This is an optimization exercise on Yosys and OpenROAD, whose aim is small area and a short achievable clock period, not a production implementation.
At most, simulation tests tie the RTL to the original design; equivalence was not proved.
No functional check of the RTL was part of runs 1, 3 and 4.
Power and IR drop assume default switching activity.

## design/flow/design.v

```verilog
module fp_normalizer (
  input  [24:0] mantissa_temp,
  input  [7:0]  exp1,
  output [23:0] coarse_mantissa,
  output        fine_shift,
  output [7:0]  normalized_exp
);
  reg [4:0] zero_count;
  integer i;
  always @(*) begin
    zero_count = 5'd0;
    for (i = 0; i < 25; i = i + 1)
      if (mantissa_temp[i]) zero_count = 5'd24 - i;
  end
  wire [24:0] shifted = mantissa_temp << {zero_count[4:1], 1'b0};
  assign coarse_mantissa = shifted[23:0];
  assign fine_shift = zero_count[0];
  assign normalized_exp = exp1 - {3'b0, zero_count};
endmodule
module fp_add8(input [7:0] a, input [7:0] b, input cin, output [7:0] s, output cout);
  wire [8:0] g0, p0;
  assign g0[0] = cin; assign p0[0] = 1'b0;
  assign g0[8:1] = a & b; assign p0[8:1] = a ^ b;
  wire g_0 = g0[1] | (p0[1] & g0[0]);
  wire p_0 = p0[1] & p0[0];
  wire g_1 = g0[2] | (p0[2] & g0[1]);
  wire p_1 = p0[2] & p0[1];
  wire g_2 = g0[3] | (p0[3] & g0[2]);
  wire p_2 = p0[3] & p0[2];
  wire g_3 = g0[4] | (p0[4] & g0[3]);
  wire p_3 = p0[4] & p0[3];
  wire g_4 = g0[5] | (p0[5] & g0[4]);
  wire p_4 = p0[5] & p0[4];
  wire g_5 = g0[6] | (p0[6] & g0[5]);
  wire p_5 = p0[6] & p0[5];
  wire g_6 = g0[7] | (p0[7] & g0[6]);
  wire p_6 = p0[7] & p0[6];
  wire g_7 = g0[8] | (p0[8] & g0[7]);
  wire p_7 = p0[8] & p0[7];
  wire g_8 = g_1 | (p_1 & g0[0]);
  wire p_8 = p_1 & p0[0];
  wire g_9 = g_2 | (p_2 & g_0);
  wire p_9 = p_2 & p_0;
  wire g_10 = g_3 | (p_3 & g_1);
  wire p_10 = p_3 & p_1;
  wire g_11 = g_4 | (p_4 & g_2);
  wire p_11 = p_4 & p_2;
  wire g_12 = g_5 | (p_5 & g_3);
  wire p_12 = p_5 & p_3;
  wire g_13 = g_6 | (p_6 & g_4);
  wire p_13 = p_6 & p_4;
  wire g_14 = g_7 | (p_7 & g_5);
  wire p_14 = p_7 & p_5;
  wire g_15 = g_10 | (p_10 & g0[0]);
  wire p_15 = p_10 & p0[0];
  wire g_16 = g_11 | (p_11 & g_0);
  wire p_16 = p_11 & p_0;
  wire g_17 = g_12 | (p_12 & g_8);
  wire p_17 = p_12 & p_8;
  wire g_18 = g_13 | (p_13 & g_9);
  wire p_18 = p_13 & p_9;
  wire g_19 = g_14 | (p_14 & g_10);
  wire p_19 = p_14 & p_10;
  wire g_20 = g_19 | (p_19 & g0[0]);
  wire p_20 = p_19 & p0[0];
  assign s[0] = p0[1] ^ g0[0];
  assign s[1] = p0[2] ^ g_0;
  assign s[2] = p0[3] ^ g_8;
  assign s[3] = p0[4] ^ g_9;
  assign s[4] = p0[5] ^ g_15;
  assign s[5] = p0[6] ^ g_16;
  assign s[6] = p0[7] ^ g_17;
  assign s[7] = p0[8] ^ g_18;
  assign cout = g_20;
endmodule
module fp_cmp23(input [22:0] a, input [22:0] b, output ge, output eq);
  wire [22:0] g0 = a & ~b;
  wire [22:0] p0 = ~(a ^ b);
  wire g_0 = g0[1] | (p0[1] & g0[0]);
  wire p_0 = p0[1] & p0[0];
  wire g_1 = g0[3] | (p0[3] & g0[2]);
  wire p_1 = p0[3] & p0[2];
  wire g_2 = g0[5] | (p0[5] & g0[4]);
  wire p_2 = p0[5] & p0[4];
  wire g_3 = g0[7] | (p0[7] & g0[6]);
  wire p_3 = p0[7] & p0[6];
  wire g_4 = g0[9] | (p0[9] & g0[8]);
  wire p_4 = p0[9] & p0[8];
  wire g_5 = g0[11] | (p0[11] & g0[10]);
  wire p_5 = p0[11] & p0[10];
  wire g_6 = g0[13] | (p0[13] & g0[12]);
  wire p_6 = p0[13] & p0[12];
  wire g_7 = g0[15] | (p0[15] & g0[14]);
  wire p_7 = p0[15] & p0[14];
  wire g_8 = g0[17] | (p0[17] & g0[16]);
  wire p_8 = p0[17] & p0[16];
  wire g_9 = g0[19] | (p0[19] & g0[18]);
  wire p_9 = p0[19] & p0[18];
  wire g_10 = g0[21] | (p0[21] & g0[20]);
  wire p_10 = p0[21] & p0[20];
  wire g_11 = g_1 | (p_1 & g_0);
  wire p_11 = p_1 & p_0;
  wire g_12 = g_3 | (p_3 & g_2);
  wire p_12 = p_3 & p_2;
  wire g_13 = g_5 | (p_5 & g_4);
  wire p_13 = p_5 & p_4;
  wire g_14 = g_7 | (p_7 & g_6);
  wire p_14 = p_7 & p_6;
  wire g_15 = g_9 | (p_9 & g_8);
  wire p_15 = p_9 & p_8;
  wire g_16 = g0[22] | (p0[22] & g_10);
  wire p_16 = p0[22] & p_10;
  wire g_17 = g_12 | (p_12 & g_11);
  wire p_17 = p_12 & p_11;
  wire g_18 = g_14 | (p_14 & g_13);
  wire p_18 = p_14 & p_13;
  wire g_19 = g_16 | (p_16 & g_15);
  wire p_19 = p_16 & p_15;
  wire g_20 = g_18 | (p_18 & g_17);
  wire p_20 = p_18 & p_17;
  wire g_21 = g_19 | (p_19 & g_20);
  wire p_21 = p_19 & p_20;
  assign ge = g_21 | p_21;
  assign eq = p_21;
endmodule
module fp_add25(input [24:0] a, input [24:0] b, input cin, output [24:0] s, output cout);
  wire [25:0] g0, p0;
  assign g0[0] = cin; assign p0[0] = 1'b0;
  assign g0[25:1] = a & b; assign p0[25:1] = a ^ b;
  wire g_0 = g0[1] | (p0[1] & g0[0]);
  wire p_0 = p0[1] & p0[0];
  wire g_1 = g0[2] | (p0[2] & g0[1]);
  wire p_1 = p0[2] & p0[1];
  wire g_2 = g0[3] | (p0[3] & g0[2]);
  wire p_2 = p0[3] & p0[2];
  wire g_3 = g0[4] | (p0[4] & g0[3]);
  wire p_3 = p0[4] & p0[3];
  wire g_4 = g0[5] | (p0[5] & g0[4]);
  wire p_4 = p0[5] & p0[4];
  wire g_5 = g0[6] | (p0[6] & g0[5]);
  wire p_5 = p0[6] & p0[5];
  wire g_6 = g0[7] | (p0[7] & g0[6]);
  wire p_6 = p0[7] & p0[6];
  wire g_7 = g0[8] | (p0[8] & g0[7]);
  wire p_7 = p0[8] & p0[7];
  wire g_8 = g0[9] | (p0[9] & g0[8]);
  wire p_8 = p0[9] & p0[8];
  wire g_9 = g0[10] | (p0[10] & g0[9]);
  wire p_9 = p0[10] & p0[9];
  wire g_10 = g0[11] | (p0[11] & g0[10]);
  wire p_10 = p0[11] & p0[10];
  wire g_11 = g0[12] | (p0[12] & g0[11]);
  wire p_11 = p0[12] & p0[11];
  wire g_12 = g0[13] | (p0[13] & g0[12]);
  wire p_12 = p0[13] & p0[12];
  wire g_13 = g0[14] | (p0[14] & g0[13]);
  wire p_13 = p0[14] & p0[13];
  wire g_14 = g0[15] | (p0[15] & g0[14]);
  wire p_14 = p0[15] & p0[14];
  wire g_15 = g0[16] | (p0[16] & g0[15]);
  wire p_15 = p0[16] & p0[15];
  wire g_16 = g0[17] | (p0[17] & g0[16]);
  wire p_16 = p0[17] & p0[16];
  wire g_17 = g0[18] | (p0[18] & g0[17]);
  wire p_17 = p0[18] & p0[17];
  wire g_18 = g0[19] | (p0[19] & g0[18]);
  wire p_18 = p0[19] & p0[18];
  wire g_19 = g0[20] | (p0[20] & g0[19]);
  wire p_19 = p0[20] & p0[19];
  wire g_20 = g0[21] | (p0[21] & g0[20]);
  wire p_20 = p0[21] & p0[20];
  wire g_21 = g0[22] | (p0[22] & g0[21]);
  wire p_21 = p0[22] & p0[21];
  wire g_22 = g0[23] | (p0[23] & g0[22]);
  wire p_22 = p0[23] & p0[22];
  wire g_23 = g0[24] | (p0[24] & g0[23]);
  wire p_23 = p0[24] & p0[23];
  wire g_24 = g0[25] | (p0[25] & g0[24]);
  wire p_24 = p0[25] & p0[24];
  wire g_25 = g_1 | (p_1 & g0[0]);
  wire p_25 = p_1 & p0[0];
  wire g_26 = g_2 | (p_2 & g_0);
  wire p_26 = p_2 & p_0;
  wire g_27 = g_3 | (p_3 & g_1);
  wire p_27 = p_3 & p_1;
  wire g_28 = g_4 | (p_4 & g_2);
  wire p_28 = p_4 & p_2;
  wire g_29 = g_5 | (p_5 & g_3);
  wire p_29 = p_5 & p_3;
  wire g_30 = g_6 | (p_6 & g_4);
  wire p_30 = p_6 & p_4;
  wire g_31 = g_7 | (p_7 & g_5);
  wire p_31 = p_7 & p_5;
  wire g_32 = g_8 | (p_8 & g_6);
  wire p_32 = p_8 & p_6;
  wire g_33 = g_9 | (p_9 & g_7);
  wire p_33 = p_9 & p_7;
  wire g_34 = g_10 | (p_10 & g_8);
  wire p_34 = p_10 & p_8;
  wire g_35 = g_11 | (p_11 & g_9);
  wire p_35 = p_11 & p_9;
  wire g_36 = g_12 | (p_12 & g_10);
  wire p_36 = p_12 & p_10;
  wire g_37 = g_13 | (p_13 & g_11);
  wire p_37 = p_13 & p_11;
  wire g_38 = g_14 | (p_14 & g_12);
  wire p_38 = p_14 & p_12;
  wire g_39 = g_15 | (p_15 & g_13);
  wire p_39 = p_15 & p_13;
  wire g_40 = g_16 | (p_16 & g_14);
  wire p_40 = p_16 & p_14;
  wire g_41 = g_17 | (p_17 & g_15);
  wire p_41 = p_17 & p_15;
  wire g_42 = g_18 | (p_18 & g_16);
  wire p_42 = p_18 & p_16;
  wire g_43 = g_19 | (p_19 & g_17);
  wire p_43 = p_19 & p_17;
  wire g_44 = g_20 | (p_20 & g_18);
  wire p_44 = p_20 & p_18;
  wire g_45 = g_21 | (p_21 & g_19);
  wire p_45 = p_21 & p_19;
  wire g_46 = g_22 | (p_22 & g_20);
  wire p_46 = p_22 & p_20;
  wire g_47 = g_23 | (p_23 & g_21);
  wire p_47 = p_23 & p_21;
  wire g_48 = g_24 | (p_24 & g_22);
  wire p_48 = p_24 & p_22;
  wire g_49 = g_27 | (p_27 & g0[0]);
  wire p_49 = p_27 & p0[0];
  wire g_50 = g_28 | (p_28 & g_0);
  wire p_50 = p_28 & p_0;
  wire g_51 = g_29 | (p_29 & g_25);
  wire p_51 = p_29 & p_25;
  wire g_52 = g_30 | (p_30 & g_26);
  wire p_52 = p_30 & p_26;
  wire g_53 = g_31 | (p_31 & g_27);
  wire p_53 = p_31 & p_27;
  wire g_54 = g_32 | (p_32 & g_28);
  wire p_54 = p_32 & p_28;
  wire g_55 = g_33 | (p_33 & g_29);
  wire p_55 = p_33 & p_29;
  wire g_56 = g_34 | (p_34 & g_30);
  wire p_56 = p_34 & p_30;
  wire g_57 = g_35 | (p_35 & g_31);
  wire p_57 = p_35 & p_31;
  wire g_58 = g_36 | (p_36 & g_32);
  wire p_58 = p_36 & p_32;
  wire g_59 = g_37 | (p_37 & g_33);
  wire p_59 = p_37 & p_33;
  wire g_60 = g_38 | (p_38 & g_34);
  wire p_60 = p_38 & p_34;
  wire g_61 = g_39 | (p_39 & g_35);
  wire p_61 = p_39 & p_35;
  wire g_62 = g_40 | (p_40 & g_36);
  wire p_62 = p_40 & p_36;
  wire g_63 = g_41 | (p_41 & g_37);
  wire p_63 = p_41 & p_37;
  wire g_64 = g_42 | (p_42 & g_38);
  wire p_64 = p_42 & p_38;
  wire g_65 = g_43 | (p_43 & g_39);
  wire p_65 = p_43 & p_39;
  wire g_66 = g_44 | (p_44 & g_40);
  wire p_66 = p_44 & p_40;
  wire g_67 = g_45 | (p_45 & g_41);
  wire p_67 = p_45 & p_41;
  wire g_68 = g_46 | (p_46 & g_42);
  wire p_68 = p_46 & p_42;
  wire g_69 = g_47 | (p_47 & g_43);
  wire p_69 = p_47 & p_43;
  wire g_70 = g_48 | (p_48 & g_44);
  wire p_70 = p_48 & p_44;
  wire g_71 = g_53 | (p_53 & g0[0]);
  wire p_71 = p_53 & p0[0];
  wire g_72 = g_54 | (p_54 & g_0);
  wire p_72 = p_54 & p_0;
  wire g_73 = g_55 | (p_55 & g_25);
  wire p_73 = p_55 & p_25;
  wire g_74 = g_56 | (p_56 & g_26);
  wire p_74 = p_56 & p_26;
  wire g_75 = g_57 | (p_57 & g_49);
  wire p_75 = p_57 & p_49;
  wire g_76 = g_58 | (p_58 & g_50);
  wire p_76 = p_58 & p_50;
  wire g_77 = g_59 | (p_59 & g_51);
  wire p_77 = p_59 & p_51;
  wire g_78 = g_60 | (p_60 & g_52);
  wire p_78 = p_60 & p_52;
  wire g_79 = g_61 | (p_61 & g_53);
  wire p_79 = p_61 & p_53;
  wire g_80 = g_62 | (p_62 & g_54);
  wire p_80 = p_62 & p_54;
  wire g_81 = g_63 | (p_63 & g_55);
  wire p_81 = p_63 & p_55;
  wire g_82 = g_64 | (p_64 & g_56);
  wire p_82 = p_64 & p_56;
  wire g_83 = g_65 | (p_65 & g_57);
  wire p_83 = p_65 & p_57;
  wire g_84 = g_66 | (p_66 & g_58);
  wire p_84 = p_66 & p_58;
  wire g_85 = g_67 | (p_67 & g_59);
  wire p_85 = p_67 & p_59;
  wire g_86 = g_68 | (p_68 & g_60);
  wire p_86 = p_68 & p_60;
  wire g_87 = g_69 | (p_69 & g_61);
  wire p_87 = p_69 & p_61;
  wire g_88 = g_70 | (p_70 & g_62);
  wire p_88 = p_70 & p_62;
  wire g_89 = g_79 | (p_79 & g0[0]);
  wire p_89 = p_79 & p0[0];
  wire g_90 = g_80 | (p_80 & g_0);
  wire p_90 = p_80 & p_0;
  wire g_91 = g_81 | (p_81 & g_25);
  wire p_91 = p_81 & p_25;
  wire g_92 = g_82 | (p_82 & g_26);
  wire p_92 = p_82 & p_26;
  wire g_93 = g_83 | (p_83 & g_49);
  wire p_93 = p_83 & p_49;
  wire g_94 = g_84 | (p_84 & g_50);
  wire p_94 = p_84 & p_50;
  wire g_95 = g_85 | (p_85 & g_51);
  wire p_95 = p_85 & p_51;
  wire g_96 = g_86 | (p_86 & g_52);
  wire p_96 = p_86 & p_52;
  wire g_97 = g_87 | (p_87 & g_71);
  wire p_97 = p_87 & p_71;
  wire g_98 = g_88 | (p_88 & g_72);
  wire p_98 = p_88 & p_72;
  assign s[0] = p0[1] ^ g0[0];
  assign s[1] = p0[2] ^ g_0;
  assign s[2] = p0[3] ^ g_25;
  assign s[3] = p0[4] ^ g_26;
  assign s[4] = p0[5] ^ g_49;
  assign s[5] = p0[6] ^ g_50;
  assign s[6] = p0[7] ^ g_51;
  assign s[7] = p0[8] ^ g_52;
  assign s[8] = p0[9] ^ g_71;
  assign s[9] = p0[10] ^ g_72;
  assign s[10] = p0[11] ^ g_73;
  assign s[11] = p0[12] ^ g_74;
  assign s[12] = p0[13] ^ g_75;
  assign s[13] = p0[14] ^ g_76;
  assign s[14] = p0[15] ^ g_77;
  assign s[15] = p0[16] ^ g_78;
  assign s[16] = p0[17] ^ g_89;
  assign s[17] = p0[18] ^ g_90;
  assign s[18] = p0[19] ^ g_91;
  assign s[19] = p0[20] ^ g_92;
  assign s[20] = p0[21] ^ g_93;
  assign s[21] = p0[22] ^ g_94;
  assign s[22] = p0[23] ^ g_95;
  assign s[23] = p0[24] ^ g_96;
  assign s[24] = p0[25] ^ g_97;
  assign cout = g_98;
endmodule
module fpadd_pipelined (input clk,
                        input reset,
                        input [31:0] reg_A,
                        input [31:0] reg_B,
                        output [31:0] out);
  localparam FINE = 3;
  localparam DSEL = 0;
  localparam [7:0] EXP_ADJ = 8'd1;
  wire [7:0] ea = reg_A[30:23];
  wire [7:0] eb = reg_B[30:23];
  wire [7:0] dab, dba;
  wire cab, cba;
  fp_add8 sub_ab(.a(ea), .b(~eb), .cin(1'b1), .s(dab), .cout(cab));
  fp_add8 sub_ba(.a(eb), .b(~ea), .cin(1'b1), .s(dba), .cout(cba));
  wire exp_eq = cab & cba;
  wire frac_ge, frac_eq;
  fp_cmp23 cmp_f(.a(reg_A[22:0]), .b(reg_B[22:0]), .ge(frac_ge), .eq(frac_eq));
  wire a_ge_b = exp_eq ? frac_ge : cab;
  wire [7:0] d = (DSEL ? a_ge_b : cab) ? dab : dba;
  wire [4:0] s = d[4:0] | {5{|d[7:5]}};
  wire [22:0] fmn = a_ge_b ? reg_B[22:0] : reg_A[22:0];
  wire [23:0] m0 = {1'b1, fmn} >> {s[4:FINE], {FINE{1'b0}}};
  reg        s0_sign, s0_sub, s0_valid;
  reg [7:0]  s0_exp;
  reg [22:0] s0_fmx;
  reg [23:0] s0_m;
  reg [FINE-1:0] s0_shift;
  always @(posedge clk or posedge reset)
    if (reset) s0_valid <= 1'b0;
    else       s0_valid <= 1'b1;
  always @(posedge clk) begin
    s0_sign  <= a_ge_b ? reg_A[31] : reg_B[31];
    s0_sub   <= reg_A[31] ^ reg_B[31];
    s0_exp   <= a_ge_b ? ea : eb;
    s0_fmx   <= a_ge_b ? reg_A[22:0] : reg_B[22:0];
    s0_m     <= m0;
    s0_shift <= s[FINE-1:0];
  end
  wire [23:0] m = s0_m >> s0_shift;
  wire [24:0] t;
  wire t_cout;
  fp_add25 add_t(.a({2'b01, s0_fmx}), .b({s0_sub, m ^ {24{s0_sub}}}), .cin(s0_sub),
                 .s(t), .cout(t_cout));
  reg        s1_sign, s1_valid, s1_ezero;
  reg [7:0]  s1_exp1;
  reg [24:0] s1_t;
  always @(posedge clk or posedge reset)
    if (reset) s1_valid <= 1'b0;
    else       s1_valid <= s0_valid;
  always @(posedge clk) begin
    s1_sign  <= s0_sign;
    s1_exp1  <= s0_exp + EXP_ADJ;
    s1_ezero <= ~|s0_exp;
    s1_t     <= t;
  end
  wire [23:0] coarse;
  wire        fine;
  wire [7:0]  nexp;
  fp_normalizer fp_normalizer(.mantissa_temp(s1_t),
                              .exp1(s1_exp1),
                              .coarse_mantissa(coarse),
                              .fine_shift(fine),
                              .normalized_exp(nexp));
  wire low_zero = ~|s1_t[23:0];
  wire res_zero = low_zero & (~s1_t[24] | (~s1_sign & s1_ezero));
  wire se_zero  = ~s1_valid | res_zero;
  wire [22:0] frac = fine ? coarse[22:0] : coarse[23:1];
  reg [31:0] out_r;
  always @(posedge clk or posedge reset)
    if (reset) out_r <= 32'b0;
    else begin
      out_r[31:23] <= se_zero ? 9'b0 : {s1_sign, nexp};
      out_r[22:0]  <= s1_valid ? frac : 23'b0;
    end
  assign out = out_r;
endmodule
```

## design/flow/flow/run.sh

```bash
#!/bin/bash
# Standard layout (standard.sh) with the smallest buffer on the ports and
# no CTS dummy loads.
bash standard.sh \
  "BUFFER_PORTS_ARGS=-buffer_cell sky130_fd_sc_hd__buf_1" \
  "CTS_ARGS=-sink_clustering_enable -repair_clock_nets -dont_use_dummy_load -buf_list {sky130_fd_sc_hd__clkbuf_4 sky130_fd_sc_hd__clkbuf_8}" \
  finish > standard.log 2>&1
```

## design/flow/standard.sh

```bash
#!/bin/bash
# synth_recipe.tcl (not shown) runs the flow's synth.tcl, then flattens the netlist and writes it again
# the make line also repeats each setting of config.mk as NAME=value (left out here)
make -C /OpenROAD-flow-scripts/flow DESIGN_CONFIG=/design/flow/config.mk WORK_HOME=/design/flow/orfs CLKGATE_MAP_FILE= SYNTH_SCRIPT=/design/flow/synth_recipe.tcl "${@:-finish}"
```

## design/flow/config.mk

```make
export PLATFORM = sky130hd
export DESIGN_NAME = fpadd_pipelined
export DESIGN_NICKNAME = fpadd_pipelined
export VERILOG_FILES = /design/flow/design.v
export SDC_FILE = /design/flow/constraint.sdc
export NUM_CORES = 4
export LEC_CHECK = 0
export ABC_AREA = 1
export CAP_MARGIN = 20
export CORE_MARGIN = 2
export CORE_UTILIZATION = 40
export SETUP_SLACK_MARGIN = 3.0
export SLEW_MARGIN = 20
```

## design/flow/constraint.sdc

```tcl
create_clock -name core_clock -period 6.5 [get_ports {clk}]
set_input_delay 1.3000 -clock core_clock [delete_from_list [all_inputs] [get_ports {clk}]]
set_output_delay 1.3000 -clock core_clock [all_outputs]
set_load 0.01 [all_outputs]
```

==> summary.md, run 1 <==
| Metric | Value |
|---|---|
| Total power | `3.99 mW` |
| Remaining Overflow, GRT | `0` |
| Clock Sinks | `129` |
| Final Hold Fails | `0` |
| CP cell instances | `clkbuf_2, inv_2, ha_2, inv_1, fa_1, nand2_1, inv_1, o211ai_1, nand2_1, o211ai_1, nand4_1, nand2_8, buf_16, nand2_1, o21ai_0, or2_0, nand2_1` |
| Setup repair after global routing missed its margin | `true` |
| Crit path capture | `s0_m[1]` |
| Tcrit/Tclk final | `0.532` |
| Crit. End Element | `flip-flop` |
| Max_cap viols | `0` |
| Initial core utilization | `0.409` |
| Worst reg2reg path depth | `21` |
| Leak | `5.40 nW` |
| CP Launch Type | `input pin` |
| WL per Instance | `13.3 um` |
| Port Buffer Count | `97` |
| Hold Path Class | `flip-flop to flip-flop` |
| WS Path Type | `input pin to flip-flop` |
| First-pass GRT wire length | `38.5 mm` |
| Num ports | `98` |
| Die width | `157 um` |
| Htree depth | `4` |
| Hold slack | `334 ps` |
| # fillers | `2374` |
| Post-Syn Nets | `1537` |
| Final Util | `0.473` |
| Rows | `55` |
| Family with the most delay on the worst path | `simple AND/OR/NAND/NOR gates` |
| Rel. slew slack | `0.281` |
| Area grow syn2layout | `15.6%` |
| CTS Buf Count | `17` |
| CP bufs+invs | `5` |
| Netlist cell types | `51` |
| Post-synthesis cell count | `1399` |
| Drt drc | `0` |
| Slew Limit Fails | `0` |
| CTS root buf | `clkbuf_8` |
| Crit. Startpoint | `reg_A[23]` |
| WP data arrival | `3790 ps` |
| Largest net degree at the start of global routing | `61` |
| DRT Wirelength | `24.2 mm` |
| Maximum clock rate | `289 MHz` |
| Register bit total from synthesis | `129` |
| CTS tree | `done` |
| CP max-delay cell | `fa_1` |
| Post-Syn Area per Cell | `6.66 sq um` |
| Critical R2R Capture | `s1_t[24]` |
| Antenna violations before repair | `0` |
| WP data required | `6830 ps` |
| Final Wtd Congestion | `0.915` |
| P per Cell Area | `370 nW/um^2` |
| Seq/Total Area, Yosys | `0.295` |
| Via count | `9115` |
| Critical path depth | `17` |
| Number of synthesized flops with an enable pin | `0` |
| Worst-path clk slew | `70 ps` |
| Clock Tree Buf Depth | `2` |
| Setup slack, reg-to-reg | `3110 ps` |
| Clk Latency, worst-skew pair | `440 ps` |
| Reg2reg start | `s0_shift[0]` |
| Most common flop cell mapped by yosys | `dfxtp_1` |
| Vias in the first global route | `8171` |
| Final ANT Viol Nets | `0` |
| Post-Place Worst Slack | `1990 ps` |
| Synth warn | `2` |
| Setup TNS | `0 ps` |
| Die span in y | `157 um` |
| Share of cells above drive strength 1 | `0.0957` |
| First DRT Iteration DRCs | `420` |
| Post-CTS Hold Buffers | `0` |
| Final Critical Period | `3460 ps` |
| Total track usage | `0.194` |
| Worst VDD drop | `0.000130 V` |
| DIE AREA | `24500 sq um` |
| CP max stage delay | `370 ps` |
| DR vias/cell | `5.01` |
| Core area | `22800 sq um` |
| Clock Skew | `36.7 ps` |
| Worst-margin pin slew | `1070 ps` |
| First-pass iteration count of the detailed router | `6` |
| Critical Path Fanout Max | `30` |
| Final setup vio count | `0` |
| Post-DP HPWL | `18.5 mm` |
| Post-Syn Area | `9320 sq um` |
| Ys async rst share | `0.264` |
| Status | `finished clean` |
| Setup WS post-layout | `3040 ps` |
| Antenna Cells | `0` |
| # nets final | `1645` |
| Cell mode on critical path | `nand2_1` |
-- timing repair --
action,4_1_cts,5_1_grt
setup endpoints to repair,52,35
endpoints found under the hold margin,0,0
pin swaps,4,22
buffers inserted,4,24
resized for setup,21,75
gates cloned,5,6
-- layout by cell type, fill, tap and decap left out, drive strengths merged, types with 3 or more instances in the layout --
cell type  count
nor4           4
a211o          3
clkinvlp       9
buf          134
mux2i          8
nor3          11
fa             3
o211ai        11
clkbuf        21
dfrtp         34
nand4         12
o21ai        132
nor2          92
nand3        122
xnor2          8
or2            8
a21oi         80
ha            69
nand2        393
a31oi          5
xor2          54
a21o           3
o22ai          7
dfxtp         95
inv          167
-- registers in the layout, indices dropped and copies added (netlist names) --
register  count
s0_valid      1
s0_exp        8
s1_exp1       8
s0_fmx       23
s1_ezero      1
s0_shift      3
s0_m         24
s1_t         25
s0_sub        1
s1_valid      1
s1_sign       1
out_r        32
s0_sign       1
-- layout make-up --
type	count	area (sq um)	share of cell area
multi-input cells	1044	5910	0.549
flip-flops and latches	129	2760	0.257
repair buffers	138	762	0.0708
inverters	171	657	0.0610
well taps	313	392	0.0364
clock buffers	17	234	0.0217
repair inverters	6	42.5	0.00395
-- cells by family (layout without fill, tap and decap cells) --
family | count (synthesis) | count (layout) | synth area share
AOI/OAI and AO/OA | 254 | 254 | 0.150
xor gates and xnor gates | 62 | 62 | 0.0583
adders and majority gates | 72 | 72 | 0.0991
buffers and inverters | 229 | 332 | 0.0974
DFF | 129 | 129 | 0.295
muxes | 9 | 9 | 0.00980
other | 1 | 1 | 0.000403
and+or+nand+nor | 643 | 646 | 0.289
-- metrics by stage --
stage	area, sq um	cells
after floorplan	9320	1399
after global placement	9900	1762
after detailed placement	9900	1762
after CTS	10300	1788
after global routing	10800	1818
final	10800	1818
-- power by group --
part	leakage, nW	switching [mW]	internal (mW)
combinational	4.05	1.49	0.847
clock	0.122	0.254	0.229
sequential	1.22	0.134	1.03
total	5.40	1.88	2.11
-- Yosys cell counts (all sizes together), types with 3 or more instances --
library cell,n,share of area
nor2,92,0.039
o22ai,7,0.0047
inv,170,0.069
mux2i,8,0.0086
o211ai,11,0.0089
a211o,3,0.0028
or2,8,0.0054
a31oi,5,0.0034
a21oi,80,0.045
clkbuf,32,0.013
nand4,12,0.0081
xor2,54,0.051
xnor2,8,0.0075
o21ai,132,0.072
dfrtp,34,0.091
nor3,11,0.0059
nor4,4,0.0027
buf,26,0.015
nand2,390,0.16
a21o,3,0.0024
fa,3,0.0064
ha,69,0.093
nand3,122,0.066
dfxtp,95,0.20
-- worst min path at each step --
| stage | startpoint | to | slack [ps] | depth (start not counted) |
|---|---|---|---|---|
| after floorplan | s0_sign | s1_sign | 310 | 0 |
| after global placement | s0_sign | s1_sign | 320 | 0 |
| after detailed placement | s0_sign | s1_sign | 320 | 0 |
| after CTS | s0_sign | s1_sign | 340 | 0 |
| after global routing | s0_sign | s1_sign | 340 | 0 |
| final | s0_sign | s1_sign | 330 | 0 |
-- routing by layer --
layer / share of wire / up-vias / global-route usage / wire, um
li1: - / 4752 / - / -
met1: 0.45 / 4070 / 0.248 / 10800
met2: 0.48 / 251 / 0.335 / 11700
met3: 0.044 / 42 / 0.0310 / 1080
met4: 0.024 / 0 / 0.0633 / 587
met5: 0 / - / 0 / 0
==> run 2, diff against run 1 <==
--- a/design/flow/design.v
+++ b/design/flow/design.v
@@ -358,8 +358,6 @@
                         input [31:0] reg_B,
                         output [31:0] out);
   localparam FINE = 3;
-  localparam DSEL = 0;
-  localparam [7:0] EXP_ADJ = 8'd1;
   wire [7:0] ea = reg_A[30:23];
   wire [7:0] eb = reg_B[30:23];
   wire [7:0] dab, dba;
@@ -370,7 +368,7 @@
   wire frac_ge, frac_eq;
   fp_cmp23 cmp_f(.a(reg_A[22:0]), .b(reg_B[22:0]), .ge(frac_ge), .eq(frac_eq));
   wire a_ge_b = exp_eq ? frac_ge : cab;
-  wire [7:0] d = (DSEL ? a_ge_b : cab) ? dab : dba;
+  wire [7:0] d = cab ? dab : dba;
   wire [4:0] s = d[4:0] | {5{|d[7:5]}};
   wire [22:0] fmn = a_ge_b ? reg_B[22:0] : reg_A[22:0];
   wire [23:0] m0 = {1'b1, fmn} >> {s[4:FINE], {FINE{1'b0}}};
@@ -403,7 +401,7 @@
     else       s1_valid <= s0_valid;
   always @(posedge clk) begin
     s1_sign  <= s0_sign;
-    s1_exp1  <= s0_exp + EXP_ADJ;
+    s1_exp1  <= s0_exp + 8'd1;
     s1_ezero <= ~|s0_exp;
     s1_t     <= t;
   end
@@ -418,13 +416,21 @@
   wire low_zero = ~|s1_t[23:0];
   wire res_zero = low_zero & (~s1_t[24] | (~s1_sign & s1_ezero));
   wire se_zero  = ~s1_valid | res_zero;
-  wire [22:0] frac = fine ? coarse[22:0] : coarse[23:1];
-  reg [31:0] out_r;
+  reg        r2_sign, r2_fine;
+  reg [7:0]  r2_exp;
+  reg [23:0] r2_man;
   always @(posedge clk or posedge reset)
-    if (reset) out_r <= 32'b0;
-    else begin
-      out_r[31:23] <= se_zero ? 9'b0 : {s1_sign, nexp};
-      out_r[22:0]  <= s1_valid ? frac : 23'b0;
+    if (reset) begin
+      r2_sign <= 1'b0;
+      r2_exp  <= 8'b0;
+      r2_man  <= 24'b0;
+      r2_fine <= 1'b0;
+    end else begin
+      r2_sign <= se_zero ? 1'b0 : s1_sign;
+      r2_exp  <= se_zero ? 8'b0 : nexp;
+      r2_man  <= s1_valid ? coarse : 24'b0;
+      r2_fine <= fine;
     end
-  assign out = out_r;
+  wire [22:0] frac = r2_fine ? r2_man[22:0] : r2_man[23:1];
+  assign out = {r2_sign, r2_exp, frac};
 endmodule
==> design/flow/flow/run.sh (replaced) <==
#!/bin/bash
# Standard layout (standard.sh) with three changes: the synthesis uses
# flow/abc.script for ABC, the ports get the smallest buffer, and CTS adds
# no dummy loads.
export MY_ABC_SCRIPT=$PWD/flow/abc.script
bash standard.sh \
  SYNTH_SCRIPT=$PWD/flow/synth.tcl \
  "BUFFER_PORTS_ARGS=-buffer_cell sky130_fd_sc_hd__buf_1" \
  "CTS_ARGS=-sink_clustering_enable -repair_clock_nets -dont_use_dummy_load -buf_list {sky130_fd_sc_hd__clkbuf_4 sky130_fd_sc_hd__clkbuf_8}" \
  finish > standard.log 2>&1
==> design/flow/flow/abc.script (new file) <==
strash
dch -f
map -a
topo
stime -c
buffer -c
upsize -c
dnsize -c
==> design/flow/flow/synth.tcl (new file) <==
# synth_recipe.tcl (the standard synthesis) with ABC's script replaced by
# flow/abc.script; everything else, registers included, is unchanged.
proc synth {args} { yosys synth -nofsm -noshare {*}$args }
rename source _orig_source
proc source {args} {
  set r [uplevel 1 [list _orig_source {*}$args]]
  if {[string match *synth_preamble.tcl [lindex $args end]]} {
    set i [lsearch -exact $::abc_args -script]
    lset ::abc_args [expr {$i + 1}] $::env(MY_ABC_SCRIPT)
    puts "ABC script replaced: $::abc_args"
  }
  return $r
}
source $::env(SCRIPTS_DIR)/synth.tcl
rename source {}
rename _orig_source source
# left out here: clear keep_hierarchy, flatten, clean up, hide names made inside functions, write 1_2_yosys.v
==> run 2 against run 1 <==
Still clean. Combinational power shrank 5%. Area after synthesis shrank 7.0%. Sequential cell count grew 2. Clock skew shrank 2.7 ps. Total power shrank 1.2%. Count of clock-buffer cells in the layout is the same. Via count shrank 8.6%. Synthesized cell count shrank 12%. Register-to-register slack lost 230 ps. First-iteration DRC count shrank 22%. Clock power grew 1%. Global-route usage grew 0.74 points.
==> summary.md, run 2 <==
| Metric | Value |
|---|---|
| Status | `finished clean` |
| WP data arrival | `4180 ps (+390 ps)` |
| Multiplexer share of the synthesized area | `0.00245 (-0.00735)` |
| CP max-delay cell | `fa_2` |
| Final Hold Fails | `0 (unchanged)` |
| Core area | `21200 sq um (-7.1%)` |
| Post-DP HPWL | `17.3 mm (-6.3%)` |
| Final ANT Viol Nets | `0 (unchanged)` |
| Top Registers | `s1_t x25, r2_man x24, s0_m x24` |
| Maximum clock rate | `262 MHz (-9.3%)` |
| Setup TNS | `0 ps (unchanged)` |
| Top reg by flops | `s1_t` |
| Hold slack | `346 ps (+12.2 ps)` |
| Largest family of logic cells by synthesized area | `simple AND/OR/NAND/NOR gates` |
| Clock Tree Buf Depth | `2 (unchanged)` |
| P per Cell Area | `365 nW/um^2 (-1.6%)` |
| DIE AREA | `22900 sq um (-6.8%)` |
| WS Path Type | `input pin to flip-flop` |
| Tcrit/Tclk final | `0.587 (+0.0548)` |
| First DRT Iteration DRCs | `328 (-22%)` |
| Synth area leaders | `dfxtp_1 22%, nand2_1 11%, dfrtp_1 10%` |
| CP Launch Type | `input pin` |
| Commonest cells in the netlist | `247 x nand2_1, 146 x nor2_1, 143 x inv_1` |
| Max_cap viols | `0 (unchanged)` |
| WP data required | `6860 ps (+30 ps)` |
| Port Buffer Count | `97 (unchanged)` |
| Num ports | `98 (unchanged)` |
| Final setup vio count | `0 (unchanged)` |
| Seq pwr share | `0.312 (+0.020)` |
| Max reg flops | `25 (-22%)` |
| Drt drc | `0 (unchanged)` |
| Critical Path Fanout Max | `6 (-80%)` |
| Final cell count without fillers | `1662 (-8.6%)` |
| Via count | `8331 (-8.6%)` |
| Rows | `53 (-3.6%)` |
| Total power | `3.94 mW (-1.2%)` |
| Clock Skew | `34.0 ps (-2.66 ps)` |
| Total track usage | `0.202 (+0.00739)` |
| WL per Instance | `14.1 um (+5.4%)` |
| Worst-margin pin slew | `647 ps (-423 ps)` |
| # nets final | `1527 (-7.2%)` |
| Final Critical Period | `3820 ps (+356 ps)` |
| Dpl cells | `1565 (-11%)` |
| Post-synthesis simple-gate area fraction | `0.223 (-0.0664)` |
| Netlist cell types | `55 (+7.8%)` |
| CTS root buf | `clkbuf_8` |
| Cell mode on critical path | `nand2_1` |
| Share of the synthesized area in the top cell type | `0.219 (+0.0153)` |
| Htree depth | `4 (unchanged)` |
| DRT Wirelength | `23.4 mm (-3.6%)` |
| Leak | `5.02 nW (-7.1%)` |
| Rel. slew slack | `0.569 (+0.288)` |
| Adder-Cell Fraction of Synth Area | `0.107 (+0.00744)` |
| Setup repair after global routing missed its margin | `true` |
| Most common cell after layout, fill and taps aside | `nand2_1` |
| Synth warn | `2 (unchanged)` |
| Share of cells above drive strength 1 | `0.178 (+0.0824)` |
| # fillers | `2073 (-13%)` |
| Seq/Total Area, Yosys | `0.323 (+0.0280)` |
| Hold Path Class | `flip-flop to flip-flop` |
| First-pass GRT wire length | `36.2 mm (-6.1%)` |
| Antenna violations before repair | `0 (unchanged)` |
| First-pass iteration count of the detailed router | `5 (-1)` |
| Sw frac | `0.441 (-0.0303)` |
| Post-Syn Nets | `1370 (-11%)` |
| Vias in the first global route | `7627 (-6.7%)` |
| Slew Limit Fails | `0 (unchanged)` |
| Crit. End Element | `flip-flop` |
| Post-Syn Area | `8670 sq um (-7.0%)` |
| Post-Synth XOR/XNOR Area | `0.0617 (+0.00337)` |
| Most common flop cell mapped by yosys | `dfxtp_1` |
| Clk pwr share | `0.124 (+0.003)` |
| Post-synthesis cell count | `1232 (-12%)` |
| Most frequent cells in the layout | `224 x nand2_1, 135 x inv_1, 131 x nor2_1` |
| CTS tree | `done` |
| Dominant cell type by area after synthesis | `dfxtp_1` |
| Clk Latency, worst-skew pair | `450 ps (about the same)` |
| Post-CTS Hold Buffers | `0 (unchanged)` |
| CTS Buf Count | `17 (unchanged)` |
| Internal | `2.20 mW (+4.4%)` |
| Comb power frac | `0.564 (-0.023)` |
| DR vias/cell | `5.01 (about the same)` |
| Post-Syn Area per Cell | `7.03 sq um (+5.6%)` |
| Remaining Overflow, GRT | `0 (unchanged)` |
| CP max stage delay | `330 ps (-40 ps)` |
| Net switching power | `1.74 mW (-7.6%)` |
| Initial core utilization | `0.410 (+0.000644)` |
| Antenna Cells | `0 (unchanged)` |
| Die span in y | `151 um (-3.5%)` |
| Ys async rst share | `0.275 (+0.0112)` |
| Worst VDD drop | `0.000145 V (+12%)` |
| Worst-path clk slew | `80 ps (about the same)` |
| Synth Area in Compound Gates | `0.192 (+0.0419)` |
| Area grow syn2layout | `24.7%` |
| Die width | `151 um (-3.5%)` |
| Design area | `10800 sq um (+0.38%)` |
| Number of synthesized flops with an enable pin | `0 (unchanged)` |
| Register bit total from synthesis | `131 (+1.6%)` |
| Clock Sinks | `131 (+1.6%)` |
| Top-count cell post-synth | `nand2_1` |
| Largest net degree at the start of global routing | `50 (-18%)` |
| Final Wtd Congestion | `0.921 (+0.68%)` |
| Placed instance area | `9290 sq um (-6.1%)` |
## run 2: cell types whose count changed in the layout (fill, tap and decap cells not counted), moves of 10 or more
cell      previous run  this run
nand3_1            121        26
o21ai_0             99        86
a211oi_1             2        13
nor2_2               2        12
nand2_2              7        22
buf_6                2        18
nor2_1              87       131
nand2_1            377       224
buf_4               34        60
a31oi_1              4        27
inv_1              157       135
nand3_2              1        14
## run 2: kinds of logic after synthesis
kind of cell / after synthesis
buffers and inverters: 201
DFF: 131
and+or+nand+nor: 475
muxes: 2
adders and majority gates: 72
xor gates and xnor gates: 61
other: 1
AOI/OAI and AO/OA: 289
## run 2: power groups by stage
stage	registers [mW]	logic (mW)	clock network (mW)
4_1_cts	1.23	1.99	0.497
5_1_grt	1.26	2.48	0.539
2_1_floorplan	1.16	1.37	0
6_report	1.23	2.22	0.488
3_5_place_dp	1.24	1.75	0
3_3_place_gp	1.24	1.75	0
## run 2: critical path, delay by kind of cell
kind                       cells  cell delay [ps]
AOI/OAI and AO/OA              4              600
and+or+nand+nor               11             1050
xor gates and xnor gates       1              200
buffers and inverters          7              560
adders and majority gates      2              450
## run 2: worst paths after layout
path / start / endpoint / slack [ps] / depth (start not counted)
setup / recovery: reg_B[23] / s0_m[9] / 2680 / 25
hold / removal: s0_sign / s1_sign / 350 / 0
setup reg to reg: s0_shift[1] / s1_t[24] / 2880 / 33
hold reg to reg: s0_sign / s1_sign / 350 / 0
max in group asynchronous: reset / r2_fine / 5250 / 3
min in group asynchronous: reset / r2_man[4] / 910 / 3
## run 2: repair_timing
| action | in CTS | in global routing |
|---|---|---|
| resized for setup | 87 | 100 |
| buffers inserted | 51 | 21 |
| pin swaps | 23 | 51 |
| setup endpoints to repair | 64 | 47 |
| cloned | 7 | 1 |
## run 2: layout make-up
class                   instances  area (sq um)  area share
repair inverters                5          33.8     0.00313
well taps                     275           344      0.0318
multi-input cells             900          5550       0.513
inverters                     152           624      0.0578
repair buffers                182          1210       0.112
clock buffers                  17           234      0.0217
flip-flops and latches        131          2820       0.261
## run 2: through the flow
step / util / setup slack [ps]
CTS: 0.488 / 2810
global placement: 0.439 / 1950
finish: 0.511 / 2680
global route: 0.511 / 2510
detailed placement: 0.439 / 1840
floorplan: - / 2740
## run 2: per-layer routing
metal,vias to the layer above,track usage,share of wire
met2,194,0.350,0.50
met4,0,0.0654,0.018
met5,-,0,0
li1,4354,-,-
met3,34,0.0398,0.035
met1,3749,0.250,0.45
==> run 3, diff against run 2 <==
--- a/design/flow/design.v
+++ b/design/flow/design.v
@@ -73,6 +73,26 @@
   assign s[7] = p0[8] ^ g_18;
   assign cout = g_20;
 endmodule
+module fp_cmp8(input [7:0] a, input [7:0] b, output ge, output eq);
+  wire [7:0] g0 = a & ~b;
+  wire [7:0] p0 = ~(a ^ b);
+  wire g_0 = g0[1] | (p0[1] & g0[0]);
+  wire p_0 = p0[1] & p0[0];
+  wire g_1 = g0[3] | (p0[3] & g0[2]);
+  wire p_1 = p0[3] & p0[2];
+  wire g_2 = g0[5] | (p0[5] & g0[4]);
+  wire p_2 = p0[5] & p0[4];
+  wire g_3 = g0[7] | (p0[7] & g0[6]);
+  wire p_3 = p0[7] & p0[6];
+  wire g_4 = g_1 | (p_1 & g_0);
+  wire p_4 = p_1 & p_0;
+  wire g_5 = g_3 | (p_3 & g_2);
+  wire p_5 = p_3 & p_2;
+  wire g_6 = g_5 | (p_5 & g_4);
+  wire p_6 = p_5 & p_4;
+  assign ge = g_6 | p_6;
+  assign eq = p_6;
+endmodule
 module fp_cmp23(input [22:0] a, input [22:0] b, output ge, output eq);
   wire [22:0] g0 = a & ~b;
   wire [22:0] p0 = ~(a ^ b);
@@ -358,18 +378,24 @@
                         input [31:0] reg_B,
                         output [31:0] out);
   localparam FINE = 3;
+  localparam DSEL = 0;
+  localparam [7:0] EXP_ADJ = 8'd1;
   wire [7:0] ea = reg_A[30:23];
   wire [7:0] eb = reg_B[30:23];
   wire [7:0] dab, dba;
   wire cab, cba;
   fp_add8 sub_ab(.a(ea), .b(~eb), .cin(1'b1), .s(dab), .cout(cab));
   fp_add8 sub_ba(.a(eb), .b(~ea), .cin(1'b1), .s(dba), .cout(cba));
-  wire exp_eq = cab & cba;
+  wire exp_ge, exp_eq;
+  fp_cmp8 cmp_e(.a(ea), .b(eb), .ge(exp_ge), .eq(exp_eq));
   wire frac_ge, frac_eq;
   fp_cmp23 cmp_f(.a(reg_A[22:0]), .b(reg_B[22:0]), .ge(frac_ge), .eq(frac_eq));
-  wire a_ge_b = exp_eq ? frac_ge : cab;
-  wire [7:0] d = cab ? dab : dba;
-  wire [4:0] s = d[4:0] | {5{|d[7:5]}};
+  wire a_ge_b = exp_eq ? frac_ge : exp_ge;
+  wire [7:0] d = exp_ge ? dab : dba;
+  wire [4:0] s = d[4:0];
+  wire big = |d[7:5];
+  wire [7:0] d_hi = exp_le ? dba : dab;
+  wire exp_le = ~exp_ge | exp_eq;
   wire [22:0] fmn = a_ge_b ? reg_B[22:0] : reg_A[22:0];
   wire [23:0] m0 = {1'b1, fmn} >> {s[4:FINE], {FINE{1'b0}}};
   reg        s0_sign, s0_sub, s0_valid;
@@ -377,6 +403,9 @@
   reg [22:0] s0_fmx;
   reg [23:0] s0_m;
   reg [FINE-1:0] s0_shift;
+  reg        s0_big;
+  reg [FINE-1:0] s0_shift_hi;
+  reg        s0_big_hi;
   always @(posedge clk or posedge reset)
     if (reset) s0_valid <= 1'b0;
     else       s0_valid <= 1'b1;
@@ -387,8 +416,14 @@
     s0_fmx   <= a_ge_b ? reg_A[22:0] : reg_B[22:0];
     s0_m     <= m0;
     s0_shift <= s[FINE-1:0];
+    s0_big   <= big;
+    s0_shift_hi <= d_hi[FINE-1:0];
+    s0_big_hi <= |d_hi[7:5];
   end
-  wire [23:0] m = s0_m >> s0_shift;
+  wire [23:0] m_lo = s0_m >> s0_shift;
+  wire [23:0] m_hi = s0_m >> s0_shift_hi;
+  wire [23:0] m_sh = {m_hi[23:12], m_lo[11:0]};
+  wire [23:0] m = m_sh & {{12{~s0_big_hi}}, {12{~s0_big}}};
   wire [24:0] t;
   wire t_cout;
   fp_add25 add_t(.a({2'b01, s0_fmx}), .b({s0_sub, m ^ {24{s0_sub}}}), .cin(s0_sub),
@@ -401,7 +436,7 @@
     else       s1_valid <= s0_valid;
   always @(posedge clk) begin
     s1_sign  <= s0_sign;
-    s1_exp1  <= s0_exp + 8'd1;
+    s1_exp1  <= s0_exp + EXP_ADJ;
     s1_ezero <= ~|s0_exp;
     s1_t     <= t;
   end
==> design/flow/flow/run.sh (replaced) <==
#!/bin/bash
# Standard layout (standard.sh) with the smallest buffer on the ports and
# no CTS dummy loads.
bash standard.sh \
  "BUFFER_PORTS_ARGS=-buffer_cell sky130_fd_sc_hd__buf_1" \
  "CTS_ARGS=-sink_clustering_enable -repair_clock_nets -dont_use_dummy_load -buf_list {sky130_fd_sc_hd__clkbuf_4 sky130_fd_sc_hd__clkbuf_8}" \
  finish > standard.log 2>&1
--- a/design/flow/config.mk
+++ b/design/flow/config.mk
@@ -11,3 +11,4 @@
 export CORE_UTILIZATION = 40
 export SETUP_SLACK_MARGIN = 3.0
 export SLEW_MARGIN = 20
+export TNS_END_PERCENT = 10
removed: design/flow/flow/abc.script
removed: design/flow/flow/synth.tcl
==> run 3 against run 2 <==
Hold slack worse by 18 ps. Sequential share of layout area up 1.8 points. Still clean on timing, DRC and antenna. Critical path type unchanged. Sequential power up 8%. Final area down 4.1%. Register-to-register slack better by 410 ps. Synthesized cell count up 11%. Wire length up 4.9%. Non-clock buffer count down 74. Die area up 8.1%. Utilization down 6.5 points.
==> summary.md, run 3 <==
| Metric | Value |
|---|---|
| Status | `finished clean` |
| Netlist cell types | `57 (+3.6%)` |
| Slew Limit Fails | `0 (unchanged)` |
| CTS Buf Count | `17 (unchanged)` |
| Share of the synthesized area in the top cell type | `0.211 (-0.00835)` |
| Maximum clock rate | `298 MHz (+14%)` |
| Clock Tree Buf Depth | `2 (unchanged)` |
| Worst VDD drop | `0.000140 V (-3.8%)` |
| Met1 usage in global routing | `0.253 (+0.00275)` |
| Max_cap viols | `0 (unchanged)` |
| CP max stage delay | `400 ps (+70 ps)` |
| WS Path Type | `input pin to flip-flop` |
| First DRT Iteration DRCs | `545 (+66%)` |
| Cell mode on critical path | `nand3_1` |
| Antenna Cells | `0 (unchanged)` |
| Hold Path Class | `flip-flop to flip-flop` |
| Top reg by flops | `s1_t` |
| Num ports | `98 (unchanged)` |
| Largest net degree at the start of global routing | `70 (+40%)` |
| Crit. End Element | `flip-flop` |
| Area of the multi-input gates | `5690 sq um (+2.5%)` |
| Clock Sinks | `135 (+3.1%)` |
| CP cell instances | `buf_1, inv_1, ha_1, a21oi_1, o21ai_1, nand2_1, o211ai_2, nor2_2, clkinv_2, o21ai_4, inv_2, nor2_4, buf_4, nand3_1, nand3_1` |
| Core area | `23300 sq um (+10%)` |
| # fillers | `2515 (+21%)` |
| Top-count cell post-synth | `nand2_1` |
| Most Crowded Layer GR | `met2` |
| First-pass iteration count of the detailed router | `5 (unchanged)` |
| CP max-delay cell | `ha_1` |
| Post-synthesis cell count | `1373 (+11%)` |
| Die span in y | `157 um (+4.0%)` |
| GR Layer Usage met3 | `0.0278 (-0.0120)` |
| Dominant cell type by area after synthesis | `dfxtp_1` |
| Antenna violations before repair | `0 (unchanged)` |
| Via count | `8793 (+5.5%)` |
| Post-CTS Hold Buffers | `0 (unchanged)` |
| Post-Syn Area per Cell | `6.84 sq um (-2.8%)` |
| Post-Syn Nets | `1510 (+10%)` |
| Final Critical Period | `3360 ps (-459 ps)` |
| Critical Path Fanout Max | `10 (+4)` |
| CTS tree | `done` |
| Post-DP HPWL | `19.8 mm (+14%)` |
| CP bufs+invs | `5 (-2)` |
| Share of cells above drive strength 1 | `0.0496 (-0.128)` |
| Register bit total from synthesis | `135 (+3.1%)` |
| Most frequent cells in the layout | `325 x nand2_1, 172 x inv_1, 124 x nand3_1` |
| Worst-path clk slew | `60 ps (-20 ps)` |
| # nets final | `1590 (+4.1%)` |
| Tcrit/Tclk final | `0.517 (-0.0706)` |
| Placed instance area | `9960 sq um (+7.2%)` |
| Seq/Total Area, Yosys | `0.307 (-0.0163)` |
| WP data required | `6870 ps (about the same)` |
| Vias in the first global route | `8162 (+7.0%)` |
| Commonest cells in the netlist | `326 x nand2_1, 172 x inv_1, 124 x nand3_1` |
| Design area | `10400 sq um (-4.1%)` |
| Most common cell after layout, fill and taps aside | `nand2_1` |
| Leak | `5.04 nW (+0.48%)` |
| Rows | `56 (+5.7%)` |
| Setup repair after global routing missed its margin | `true` |
| Family with the most delay on the worst path | `compound AO/OA/AOI/OAI gates` |
| CP Launch Type | `input pin` |
| Clk Latency, worst-skew pair | `450 ps (about the same)` |
| DR vias/cell | `4.97 (-0.89%)` |
| P per Cell Area | `370 nW/um^2 (+1.6%)` |
| Rel. slew slack | `0.498 (-0.0704)` |
| Final setup vio count | `0 (unchanged)` |
| Clock Skew | `35.2 ps (+1.19 ps)` |
| Final Wtd Congestion | `0.907 (-1.5%)` |
| Ys async rst share | `0.267 (-0.00814)` |
| Initial core utilization | `0.404 (-0.00609)` |
| Worst-margin pin slew | `748 ps (+101 ps)` |
| Setup TNS | `0 ps (unchanged)` |
| Total track usage | `0.204 (+0.00231)` |
| Top Registers | `s1_t x25, r2_man x24, s0_m x24` |
| Port Buffer Count | `97 (unchanged)` |
| Routing usage on met2 | `0.356 (+0.00619)` |
| Final Hold Fails | `0 (unchanged)` |
| Htree depth | `4 (unchanged)` |
| Synth warn | `2 (unchanged)` |
| Register area | `2890 sq um (+2.4%)` |
| Max reg flops | `25 (unchanged)` |
| Post-Syn Area | `9390 sq um (+8.3%)` |
| DIE AREA | `24700 sq um (+8.1%)` |
| First-pass GRT wire length | `39.9 mm (+10%)` |
| CTS root buf | `clkbuf_8` |
| Drt drc | `0 (unchanged)` |
| WP data arrival | `3720 ps (-460 ps)` |
| Number of synthesized flops with an enable pin | `0 (unchanged)` |
| DRT Wirelength | `24.5 mm (+4.9%)` |
| Final ANT Viol Nets | `0 (unchanged)` |
| Remaining Overflow, GRT | `0 (unchanged)` |
| Synth area leaders | `dfxtp_1 21%, nand2_1 13%, dfrtp_1 9.6%` |
| Most common flop cell mapped by yosys | `dfxtp_1` |
| Area grow syn2layout | `10.4%` |
| WL per Instance | `13.9 um (-1.5%)` |
| Die width | `157 um (+4.0%)` |
-- run 3: worst paths after layout --
| path | startpoint | end | slack (ps) | cells after the start |
|---|---|---|---|---|
| max reg2reg | s1_t[1] | r2_exp[6] | 3290 | 32 |
| min in group asynchronous | reset | r2_man[23] | 910 | 3 |
| max | reg_A[26] | s0_m[2] | 3140 | 15 |
| max in group asynchronous | reset | r2_fine | 5240 | 3 |
| min reg2reg | s0_sign | s1_sign | 330 | 0 |
| min | s0_sign | s1_sign | 330 | 0 |
-- run 3: logic make-up after synthesis --
group	Yosys count	share of synthesized area
AOI/OAI and AO/OA	273	0.163
other	1	0.000399
muxes	7	0.00760
xor gates and xnor gates	64	0.0597
adders and majority gates	71	0.0970
and+or+nand+nor	593	0.266
DFF	135	0.307
buffers and inverters	229	0.0988
-- run 3: layout make-up --
cell class | count | share of cell area
sequential | 135 | 0.279
clock buffer | 17 | 0.0226
timing repair buffer | 108 | 0.0454
tap | 319 | 0.0385
inverter | 181 | 0.0665
multi-input combinational | 1010 | 0.548
-- run 3: stage by stage --
stage	hold WS (ps)	setup slack, ps	utilization	power [mW]	instances
floorplan	310	3300	-	2.76	1373
global placement	315	2330	0.428	3.28	1748
detailed placement	312	2300	0.428	3.28	1748
CTS	327	2980	0.439	3.80	1765
global route	337	2920	0.446	4.22	1770
finish	328	3140	0.446	3.84	1770
-- run 3: where the power goes --
part	internal (mW)	total (mW)	leakage, nW	switching (mW)
registers	1.10	1.33	1.29	0.233
clock network	0.230	0.505	0.122	0.275
logic	0.707	2.00	3.62	1.30
total	2.03	3.84	5.04	1.80
-- run 3: per-layer routing --
metal	vias to the layer above	share of wire
met3	49	0.033
met2	193	0.49
met5	-	0
li1	4635	-
met1	3916	0.45
met4	0	0.034
-- run 3: what timing repair did --
| action | CTS | global route |
|---|---|---|
| pin swaps | 0 | 2 |
| cloned | 0 | 1 |
| gates resized for setup | 4 | 34 |
| setup endpoints to repair | 44 | 57 |
| setup buffers | 0 | 4 |
==> run 4, diff against run 3 <==
--- a/design/flow/design.v
+++ b/design/flow/design.v
@@ -73,29 +73,9 @@
   assign s[7] = p0[8] ^ g_18;
   assign cout = g_20;
 endmodule
-module fp_cmp8(input [7:0] a, input [7:0] b, output ge, output eq);
-  wire [7:0] g0 = a & ~b;
-  wire [7:0] p0 = ~(a ^ b);
-  wire g_0 = g0[1] | (p0[1] & g0[0]);
-  wire p_0 = p0[1] & p0[0];
-  wire g_1 = g0[3] | (p0[3] & g0[2]);
-  wire p_1 = p0[3] & p0[2];
-  wire g_2 = g0[5] | (p0[5] & g0[4]);
-  wire p_2 = p0[5] & p0[4];
-  wire g_3 = g0[7] | (p0[7] & g0[6]);
-  wire p_3 = p0[7] & p0[6];
-  wire g_4 = g_1 | (p_1 & g_0);
-  wire p_4 = p_1 & p_0;
-  wire g_5 = g_3 | (p_3 & g_2);
-  wire p_5 = p_3 & p_2;
-  wire g_6 = g_5 | (p_5 & g_4);
-  wire p_6 = p_5 & p_4;
-  assign ge = g_6 | p_6;
-  assign eq = p_6;
-endmodule
-module fp_cmp23(input [22:0] a, input [22:0] b, output ge, output eq);
-  wire [22:0] g0 = a & ~b;
-  wire [22:0] p0 = ~(a ^ b);
+module fp_cmp31(input [30:0] a, input [30:0] b, output ge, output ge_hi);
+  wire [30:0] g0 = a & ~b;
+  wire [30:0] p0 = a | ~b;
   wire g_0 = g0[1] | (p0[1] & g0[0]);
   wire p_0 = p0[1] & p0[0];
   wire g_1 = g0[3] | (p0[3] & g0[2]);
@@ -140,8 +120,22 @@
   wire p_20 = p_18 & p_17;
   wire g_21 = g_19 | (p_19 & g_20);
   wire p_21 = p_19 & p_20;
-  assign ge = g_21 | p_21;
-  assign eq = p_21;
+  wire g_22 = g0[24] | (p0[24] & g0[23]);
+  wire p_22 = p0[24] & p0[23];
+  wire g_23 = g0[26] | (p0[26] & g0[25]);
+  wire p_23 = p0[26] & p0[25];
+  wire g_24 = g0[28] | (p0[28] & g0[27]);
+  wire p_24 = p0[28] & p0[27];
+  wire g_25 = g0[30] | (p0[30] & g0[29]);
+  wire p_25 = p0[30] & p0[29];
+  wire g_26 = g_23 | (p_23 & g_22);
+  wire p_26 = p_23 & p_22;
+  wire g_27 = g_25 | (p_25 & g_24);
+  wire p_27 = p_25 & p_24;
+  wire g_28 = g_27 | (p_27 & g_26);
+  wire p_28 = p_27 & p_26;
+  assign ge_hi = g_28 | p_28;
+  assign ge = g_28 | (p_28 & (g_21 | p_21));
 endmodule
 module fp_add25(input [24:0] a, input [24:0] b, input cin, output [24:0] s, output cout);
   wire [25:0] g0, p0;
@@ -386,16 +380,11 @@
   wire cab, cba;
   fp_add8 sub_ab(.a(ea), .b(~eb), .cin(1'b1), .s(dab), .cout(cab));
   fp_add8 sub_ba(.a(eb), .b(~ea), .cin(1'b1), .s(dba), .cout(cba));
-  wire exp_ge, exp_eq;
-  fp_cmp8 cmp_e(.a(ea), .b(eb), .ge(exp_ge), .eq(exp_eq));
-  wire frac_ge, frac_eq;
-  fp_cmp23 cmp_f(.a(reg_A[22:0]), .b(reg_B[22:0]), .ge(frac_ge), .eq(frac_eq));
-  wire a_ge_b = exp_eq ? frac_ge : exp_ge;
+  wire a_ge_b, exp_ge;
+  fp_cmp31 cmp_ab(.a(reg_A[30:0]), .b(reg_B[30:0]), .ge(a_ge_b), .ge_hi(exp_ge));
   wire [7:0] d = exp_ge ? dab : dba;
   wire [4:0] s = d[4:0];
   wire big = |d[7:5];
-  wire [7:0] d_hi = exp_le ? dba : dab;
-  wire exp_le = ~exp_ge | exp_eq;
   wire [22:0] fmn = a_ge_b ? reg_B[22:0] : reg_A[22:0];
   wire [23:0] m0 = {1'b1, fmn} >> {s[4:FINE], {FINE{1'b0}}};
   reg        s0_sign, s0_sub, s0_valid;
@@ -404,8 +393,6 @@
   reg [23:0] s0_m;
   reg [FINE-1:0] s0_shift;
   reg        s0_big;
-  reg [FINE-1:0] s0_shift_hi;
-  reg        s0_big_hi;
   always @(posedge clk or posedge reset)
     if (reset) s0_valid <= 1'b0;
     else       s0_valid <= 1'b1;
@@ -417,13 +404,8 @@
     s0_m     <= m0;
     s0_shift <= s[FINE-1:0];
     s0_big   <= big;
-    s0_shift_hi <= d_hi[FINE-1:0];
-    s0_big_hi <= |d_hi[7:5];
   end
-  wire [23:0] m_lo = s0_m >> s0_shift;
-  wire [23:0] m_hi = s0_m >> s0_shift_hi;
-  wire [23:0] m_sh = {m_hi[23:12], m_lo[11:0]};
-  wire [23:0] m = m_sh & {{12{~s0_big_hi}}, {12{~s0_big}}};
+  wire [23:0] m = (s0_m >> s0_shift) & {24{~s0_big}};
   wire [24:0] t;
   wire t_cout;
   fp_add25 add_t(.a({2'b01, s0_fmx}), .b({s0_sub, m ^ {24{s0_sub}}}), .cin(s0_sub),
==> run 4 against run 3 <==
Still clean on timing, DRC and antenna. Total power is 1.4% higher. Fmax is 0.18% higher. Non-clock buffer count is 9 higher. Area after synthesis is 4.2% lower. Sequential power hardly changed. First-iteration DRC count is 3.3% higher. Die area is 4.0% lower. Setup slack better by 5.9 ps. Clock power is 2% lower. Hold slack better by 3.5 ps. Clock skew is 8.4 ps lower. Largest power group unchanged.
==> summary.md, run 4 <==
| Metric | Value |
|---|---|
| Crit. End Element | `flip-flop` |
| CP Launch Type | `input pin` |
| Via count | `8729 (-0.73%)` |
| WP data required | `6780 ps (-90 ps)` |
| Register area | `2830 sq um (-1.9%)` |
| Crit. Startpoint | `reg_B[15]` |
| Dominant cell type by area after synthesis | `dfxtp_1` |
| Drt drc | `0 (unchanged)` |
| Final Critical Period | `3350 ps (-5.94 ps)` |
| Final Wtd Congestion | `0.898 (-1.0%)` |
| Met3 wire len | `1.23 mm (+50%)` |
| Number of synthesized flops with an enable pin | `0 (unchanged)` |
| Port Buffer Count | `97 (unchanged)` |
| CP max-delay cell | `o21ai_0` |
| Tcrit/Tclk final | `0.516 (-0.000914)` |
| Commonest cells in the netlist | `358 x nand2_1, 151 x inv_1, 99 x nor2_1` |
| Final cell count without fillers | `1714 (-3.2%)` |
| Most common flop cell mapped by yosys | `dfxtp_1` |
| Max reg flops | `25 (unchanged)` |
| Slew Limit Fails | `0 (unchanged)` |
| Initial core utilization | `0.410 (+0.00618)` |
| Final Hold Fails | `0 (unchanged)` |
| WL met1 | `11.6 mm (+5.8%)` |
| Vias in the first global route | `8132 (-0.37%)` |
| Rel. slew slack | `0.565 (+0.0672)` |
| Htree depth | `4 (unchanged)` |
| Top-count cell post-synth | `nand2_1` |
| Post-CTS Hold Buffers | `0 (unchanged)` |
| Hold Path Class | `flip-flop to flip-flop` |
| Largest net degree at the start of global routing | `67 (-4.3%)` |
| First-pass GRT wire length | `39.8 mm (-0.29%)` |
| Critical Path Fanout Max | `66 (+56)` |
| Dpl cells | `1676 (-4.1%)` |
| Final setup vio count | `0 (unchanged)` |
| First-pass iteration count of the detailed router | `5 (unchanged)` |
| First DRT Iteration DRCs | `563 (+3.3%)` |
| Setup WS post-layout | `3150 ps (+5.94 ps)` |
| Most frequent cells in the layout | `355 x nand2_1, 147 x inv_1, 97 x buf_1` |
| Share of the synthesized area in the top cell type | `0.214 (+0.00248)` |
| Post-Syn Nets | `1459 (-3.4%)` |
| Post-Syn Area per Cell | `6.69 sq um (-2.1%)` |
| CP max stage delay | `520 ps (+120 ps)` |
| Most common cell after layout, fill and taps aside | `nand2_1` |
| Top routing layer used | `met4` |
| CP bufs+invs | `3 (-2)` |
| Maximum clock rate | `298 MHz (+0.18%)` |
| Post-Syn Area | `9000 sq um (-4.2%)` |
| Leak | `4.87 nW (-3.4%)` |
| Clock Sinks | `132 (-2.2%)` |
| Worst-margin pin slew | `648 ps (-100 ps)` |
| Post-synthesis cell count | `1344 (-2.1%)` |
| Synth warn | `2 (unchanged)` |
| Setup TNS | `0 ps (unchanged)` |
| WP data arrival | `3630 ps (-90 ps)` |
| Share of cells above drive strength 1 | `0.0718 (+0.0222)` |
| Post-Place Worst Slack | `2260 ps (-38.6 ps)` |
| Synth area leaders | `dfxtp_1 21%, nand2_1 15%, dfrtp_1 10%` |
| Die width | `154 um (-2.0%)` |
| Wire length on met2 | `11.0 mm (-7.4%)` |
| DR vias/cell | `5.09 (+2.5%)` |
| WL per Instance | `14.1 um (+1.8%)` |
| Ys async rst share | `0.273 (+0.00606)` |
| Total power | `3.89 mW (+1.4%)` |
| Family with the most delay on the worst path | `simple AND/OR/NAND/NOR gates` |
| DRT Wirelength | `24.2 mm (-1.4%)` |
| Worst VDD drop | `0.000142 V (+1.7%)` |
| Cell mode on critical path | `nand2_1` |
| P per Cell Area | `389 nW/um^2 (+5.1%)` |
| Antenna Cells | `0 (unchanged)` |
| # fillers | `2283 (-9.2%)` |
| Area of the multi-input gates | `5380 sq um (-5.4%)` |
| Rows | `54 (-3.6%)` |
| Status | `finished clean` |
| Remaining Overflow, GRT | `0 (unchanged)` |
| Final ANT Viol Nets | `0 (unchanged)` |
| Top Registers | `s1_t x25, r2_man x24, s0_m x24` |
| Setup repair after global routing missed its margin | `true` |
| Num ports | `98 (unchanged)` |
| WS Path Type | `input pin to flip-flop` |
| Area grow syn2layout | `11.2%` |
| Die span in y | `154 um (-2.0%)` |
| # nets final | `1551 (-2.5%)` |
| Clock Skew | `26.8 ps (-8.44 ps)` |
| HP Start | `s0_sign` |
| Clk Latency, worst-skew pair | `450 ps (about the same)` |
| Reg2reg start | `s0_shift[0]` |
| Top reg by flops | `s1_t` |
| CTS root buf | `clkbuf_8` |
| Post-DP HPWL | `19.0 mm (-4.0%)` |
| CTS Buf Count | `17 (unchanged)` |
| Netlist cell types | `55 (-3.5%)` |
| Clock Tree Buf Depth | `2 (unchanged)` |
| Total track usage | `0.207 (+0.00268)` |
| DIE AREA | `23700 sq um (-4.0%)` |
| Worst-path clk slew | `60 ps (about the same)` |
| Antenna violations before repair | `0 (unchanged)` |
| Register bit total from synthesis | `132 (-2.2%)` |
| CTS tree | `done` |
| CP cell instances | `buf_1, nand2_1, o21ai_1, a21oi_1, nand2_1, nor2_1, nand2_1, nand2_1, nand2_1, nand3_1, nand2_1, nand2_2, buf_12, inv_4, o21ai_0` |
| Seq/Total Area, Yosys | `0.314 (+0.00665)` |
| Max_cap viols | `0 (unchanged)` |
| Core area | `22000 sq um (-5.6%)` |
-- run 4: cell types whose count changed after synthesis, moves of 7 or more --
cell and change:
ha_1 -22, inv_1 -21, nand2_1 +32, nand3_1 -28, nor3_1 -7, o21ai_0 -18
o21ai_1 +22, o22ai_1 +20
-- run 4: metrics by stage --
stage	cell area [sq um]	hold slack (ps)	utilization
6_report	10000	332	0.455
5_1_grt	10000	340	0.455
4_1_cts	9780	332	0.445
3_5_place_dp	9490	317	0.432
3_3_place_gp	9490	316	0.432
2_1_floorplan	9000	310	-
-- run 4: worst register-to-register path, stage by stage (launching register included) --
cell and delay, ps:
dfxtp_4 400, buf_2 190, or2_2 300, o21ai_1 120
nand2_1 70, nand2_1 80, o22ai_2 90, inv_1 80
nand2_1 60, nand2_1 70, inv_1 40, ha_1 300
nand3_1 90, nand2_2 100, a21boi_2 70, or2_1 240
nor2_2 100, nor2_2 60, o21ai_2 150, nand2_1 80
nand2_2 110, inv_2 40, o21ai_2 160, a21oi_1 100
xnor2_1 140
-- run 4: final timing paths --
kind | end | slack [ps] | depth (start not counted)
worst max register to register | s1_t[18] | 3150 | 24
worst min register to register | s1_sign | 330 | 0
min in group asynchronous | s1_valid | 920 | 3
worst min-delay path | s1_sign | 330 | 0
worst max-delay path | s0_fmx[3] | 3150 | 15
max in group asynchronous | r2_fine | 5260 | 3
-- run 4: kinds of logic after synthesis --
logic type | Yosys count | synth area share
and+or+nand+nor | 597 | 0.278
AOI/OAI and AO/OA | 284 | 0.174
buffers and inverters | 215 | 0.0980
DFF | 132 | 0.314
xor gates and xnor gates | 63 | 0.0613
adders and majority gates | 49 | 0.0706
muxes | 3 | 0.00348
other | 1 | 0.000417
-- run 4: cell type report --
cell class,count,area share
clock buffers,17,0.0234
inverters,165,0.0642
multi-input cells,997,0.538
flip-flops and latches,132,0.283
well taps,280,0.0350
repair buffers,117,0.0524
repair inverters,6,0.00375
-- run 4: power breakdown --
part / leakage, nW / internal [mW] / total (mW) / switching (mW)
Combinational: 3.48 / 0.734 / 2.08 / 1.34
Sequential: 1.27 / 1.09 / 1.32 / 0.236
Clock: 0.122 / 0.229 / 0.494 / 0.265
Total: 4.87 / 2.05 / 3.89 / 1.85
-- run 4: timing repair --
item / CTS / global route
pin swaps: 0 / 4
setup buffers: 1 / 14
gates cloned: 3 / 3
resized for setup: 10 / 34
setup endpoints to repair: 36 / 50
-- run 4: per-layer routing --
metal	vias to the layer above	track usage
li1	4556	-
met2	242	0.335
met4	0	0.0538
met3	21	0.0307
met1	3910	0.288
met5	-	0

Setup slack of run 4, layout unchanged: 3.149 ns with ideal ports, 3.153 ns with driving cells assumed (clock clkbuf_16, inputs buf_2), 2.695 ns with port delays also shifted by the 0.475 ns mid clock arrival.
